Context: an optimization exercise on an open-source flow, tuned for a short achievable clock period and few clock cycles. The choices shown serve that exercise and are no tape-out recipe. The RTL was checked by simulation tests, not by an equivalence proof against the original design. Power and IR drop assume default switching activity.

==> flow/design.v (excerpt) <==
module Pipeline_CPU( clk_i, rst_n, imem_addr_o, imem_data_i,
                     dmem_addr_o, dmem_wdata_o, dmem_we_o, dmem_re_o, dmem_rdata_i );
Size: roughly 2200 cells after synthesis, roughly 84 I/O pins, roughly 0.017 sq mm of cells after synthesis.
export LEC_CHECK = 0
export ABC_CLOCK_PERIOD_IN_PS = 2000
export CAP_MARGIN = 20
export CORE_MARGIN = 2
export CORE_UTILIZATION = 40
export CTS_CLUSTER_DIAMETER = 90
export CTS_CLUSTER_SIZE = 24
export PLACE_DENSITY = 0.6
export SETUP_SLACK_MARGIN = 4.6
export SLEW_MARGIN = 20
create_clock -name core_clock -period 7.0 [get_ports {clk_i}]
standard.sh (not shown) runs the stock make flow with config.mk's settings and CLKGATE_MAP_FILE= SYNTH_SCRIPT=/design/flow/synth_recipe.tcl, a recipe that flattens the netlist after the stock synthesis.
==> flow/flow/run.sh <==
#!/bin/bash
# Standard synthesis, then the combinational logic re-mapped by ABC for
# delay (registers untouched), then the standard layout from floorplan on.
set -euo pipefail
R=$PWD/orfs/results/$FLOW_PLATFORM/Pipeline_CPU/base
LIB=$FLOW_HOME/platforms/$FLOW_PLATFORM/lib/sky130_fd_sc_hd__tt_025C_1v80.lib

bash standard.sh $R/1_2_yosys.v > synth.log 2>&1
cp $R/1_2_yosys.v $PWD/std_synth.v
sed -e "s|@LIB@|$LIB|g" -e "s|@IN@|$PWD/std_synth.v|" -e "s|@OUT@|$R/1_2_yosys.v|" \
    -e "s|@TOP@|$FLOW_TOP|" -e "s|@ABC@|$PWD/flow/remap.abc|" flow/remap.ys.in > remap.ys
yosys -q -l remap.log remap.ys > remap.out 2>&1
bash standard.sh > layout.log 2>&1
Other scripts of this flow, unchanged in this note and not shown: flow/flow/remap.abc, flow/flow/remap.ys.in
Testbench counts at the start, summed over its fixed seeds: cycles 17,319.
Rerun with:
--- a/flow/design.v
+++ b/flow/design.v
@@ -138,25 +138,23 @@
     if (!rst_n)
         stall <= 1'b0;
     else
         stall <= ~mis & ~stall & d_v & f_mem & |(f_rs1h[7:1] & d_wd);
 end
 wire go = d_v & ~stall & ~mis;
 reg  [7:1] rf_one;
-always @(*)
-    for (i = 1; i < 8; i = i + 1)
-        rf_one[i] = (rf[i] == 16'd1) & ~e_wd[i] & ~(d_v & d_wd[i]);
-reg dz_q;
 always @(posedge clk_i or negedge rst_n) begin
     if (!rst_n)
-        dz_q <= 1'b0;
-    else if (!stall)
-        dz_q <= (f_op == 3'd1) & (fi[6:0] == 7'h7f) & f_eqf & |(f_rs1h[7:1] & rf_one);
-end
-assign dz_exit = dz_q;
+        rf_one <= 7'd0;
+    else
+        for (i = 1; i < 8; i = i + 1)
+            rf_one[i] <= (rf[i] == 16'd1) & ~e_wd[i];
+end
+assign dz_exit = d_v & is_ai & (d_ir[6:0] == 7'h7f) & (d_ir[12:10] == d_ir[9:7])
+               & |(d_rs & rf_one) & ~hit_s;
 reg [7:0] sel;
 always @(*) begin
     sel = 8'd0;
     if (is_r) begin
         if (fn[3] == 1'b0) sel[fn[2:0]] = 1'b1;
     end else if (is_ai | is_lui)
         sel[0] = 1'b1;
- core utilization is lower by 3.5 points
- register-to-register slack degrades by 0.05 ns
- synthesized area is higher by 1.5%
- global-route usage is lower by 6.2 points
- worst setup slack degrades by 0.14 ns
- clock skew is lower by 0.015 ns
- flip-flop and latch count is higher by 12
- sequential share of layout area is higher by 3.2 points
- via count is lower by 3.5%
- critical path depth is higher by 13
Testbench counts after the change, summed over its fixed seeds: cycles 17,319.


Pipeline_CPU, a different RTL version from the one above (not shown whole).
Size in the first run: roughly 2,100 cells after synthesis, ~84 I/O pins.
==> flow/config.mk <==
export PLATFORM = sky130hd
export DESIGN_NAME = Pipeline_CPU
export DESIGN_NICKNAME = Pipeline_CPU
export VERILOG_FILES = /design/flow/design.v
export SDC_FILE = /design/flow/constraint.sdc
export NUM_CORES = 4
export LEC_CHECK = 0
export ABC_CLOCK_PERIOD_IN_PS = 2000
export CAP_MARGIN = 20
export CORE_MARGIN = 2
export CORE_UTILIZATION = 40
export CTS_CLUSTER_DIAMETER = 90
export CTS_CLUSTER_SIZE = 24
export PLACE_DENSITY = 0.6
export SETUP_SLACK_MARGIN = 4.6
export SLEW_MARGIN = 20
==> flow/constraint.sdc <==
create_clock -name core_clock -period 7.0 [get_ports {clk_i}]
set_input_delay 1.4000 -clock core_clock [delete_from_list [all_inputs] [get_ports {clk_i}]]
set_output_delay 1.4000 -clock core_clock [all_outputs]
set_load 0.01 [all_outputs]
Scripts as last shown in full above: flow/flow/run.sh
Other scripts of this flow, unchanged in this note and not shown: flow/flow/remap.abc, flow/flow/remap.ys.in
Testbench counts at the start, summed over its fixed seeds: cycles 17,747.
Change:
--- a/flow/design.v
+++ b/flow/design.v
@@ -56,21 +56,26 @@
 reg  [15:0] rf [1:7];
 reg         stall;        
 wire        mis;
 wire [15:0] res;
 wire [15:0] fi    = imem_data_i;
 wire [2:0]  f_op  = fi[15:13];
 wire        f_j   = (f_op == 3'd7);
 wire        f_beq = (f_op == 3'd5);
 wire        f_bne = (f_op == 3'd6);
 wire        f_eqf = (fi[12:10] == fi[9:7]);
-wire        f_pt  = (f_beq & (f_eqf | fi[6])) | (f_bne & ~f_eqf);
+wire        f_pt0 = (f_beq & (f_eqf | fi[6])) | (f_bne & ~f_eqf);
+wire        dz_known, dz_zero;
+wire [2:0]  dz_reg;
+wire        f_mx  = ((fi[12:10] == dz_reg) & (fi[9:7] == 3'd0)) |
+                    ((fi[9:7] == dz_reg) & (fi[12:10] == 3'd0));
+wire        f_pt  = (dz_known & f_mx) ? ((f_beq | f_bne) & (f_bne ^ dz_zero)) : f_pt0;
 wire [14:0] pcq;
 ks_add #(15) u_finc (.a(pc), .b(15'd0), .cin(1'b1), .s(pcq), .cout());
 wire [7:0]  f_lo;
 wire [7:0]  f_up   = pcq[14:7];
 wire [7:0]  f_upp, f_upm;
 ks_add #(7) u_flo  (.a(pcq[6:0]), .b(fi[6:0]), .cin(1'b0), .s(f_lo[6:0]),  .cout(f_lo[7]));
 ks_add #(8) u_fupp (.a(f_up), .b(8'h00), .cin(1'b1), .s(f_upp), .cout());
 ks_add #(8) u_fupm (.a(f_up), .b(8'hff), .cin(1'b0), .s(f_upm), .cout());
 wire [7:0]  f_hi   = (fi[6] == f_lo[7])  ? f_up : (f_lo[7]  ? f_upp : f_upm);
 wire [14:0] f_bt   = {f_hi, f_lo[6:0]};
@@ -129,20 +134,25 @@
 wire hit_s = |(d_rs & e_wd);
 wire hit_t = |(d_rt & e_wd);
 wire f_mem = (f_op == 3'd3) | (f_op == 3'd4);
 always @(posedge clk_i or negedge rst_n) begin
     if (!rst_n)
         stall <= 1'b0;
     else
         stall <= ~mis & ~stall & d_v & f_mem & |(f_rs1h[7:1] & d_wd);
 end
 wire go = d_v & ~stall & ~mis;
+wire [15:0] nsext;
+ks_add #(16) u_neg (.a(~sext), .b(16'd0), .cin(1'b1), .s(nsext), .cout());
+assign dz_reg   = d_ir[9:7];
+assign dz_known = d_v & is_ai & ~hit_s & (dz_reg != 3'd0);
+assign dz_zero  = (rs_v == nsext);
 reg [7:0] sel;
 always @(*) begin
     sel = 8'd0;
     if (is_r) begin
         if (fn[3] == 1'b0) sel[fn[2:0]] = 1'b1;
     end else if (is_ai | is_lui)
         sel[0] = 1'b1;
 end
 wire [15:0] b_imm  = is_lui ? {1'b0, d_ir[6:0], 8'd0} : sext;
 wire        b_isim = is_ai | is_lui;
Result:
- combinational power shrinks by roughly a tenth
- total power shrinks by a few percent
- clock-buffer cell count grows by 2
- sequential share of layout area shrinks by 1.2 points
- global-route usage grows by 2.0 points
- maximum frequency shrinks by roughly a tenth
- setup slack gets worse by 0.32 ns
- die area grows by a few percent
Testbench counts after the change, summed over its fixed seeds: cycles 17,319.

-- separate check: timing with driven ports --
Ports are ideal in the flow. The routed layouts listed here were re-timed in OpenROAD. Step 1 sets driving cells, clkbuf_16 on the clock port and buf_2 on the other inputs (assumed; they add their load-dependent delay and slew). Step 2, shift: input delay + t, output delay - t, t = (earliest + latest rising clock arrival at the registers) / 2. This alone moves slack from input paths to output paths. Three values: ideal, step 1, step 2; two values: the first two.
| run | shift t [ns] | setup WS [ns] | worst setup path after step 2 | worst data-port slew with drivers (ns) | cell pins on the clock port's net |
|---|---|---|---|---|---|
| the first run of note 1 | 0.609 | 4.442 / 4.385 / 3.903 | input to register | 0.07 | 1 |
| the second run of note 1 | 0.593 | 4.299 / 4.319 / 3.727 | input to register | 0.06 | 1 |
| the first run of note 2 | 0.583 | 4.457 / 4.400 / 3.911 | input to register | 0.07 | 1 |
| the second run of note 2 | 0.593 | 4.139 / 4.139 / 3.685 | input to register | 0.05 | 1 |
After both steps every run listed still meets setup and hold. For the second run of note 1, which loses most, drivers alone change the setup slack by +0.020 ns; drivers and shift together by -0.572 ns.
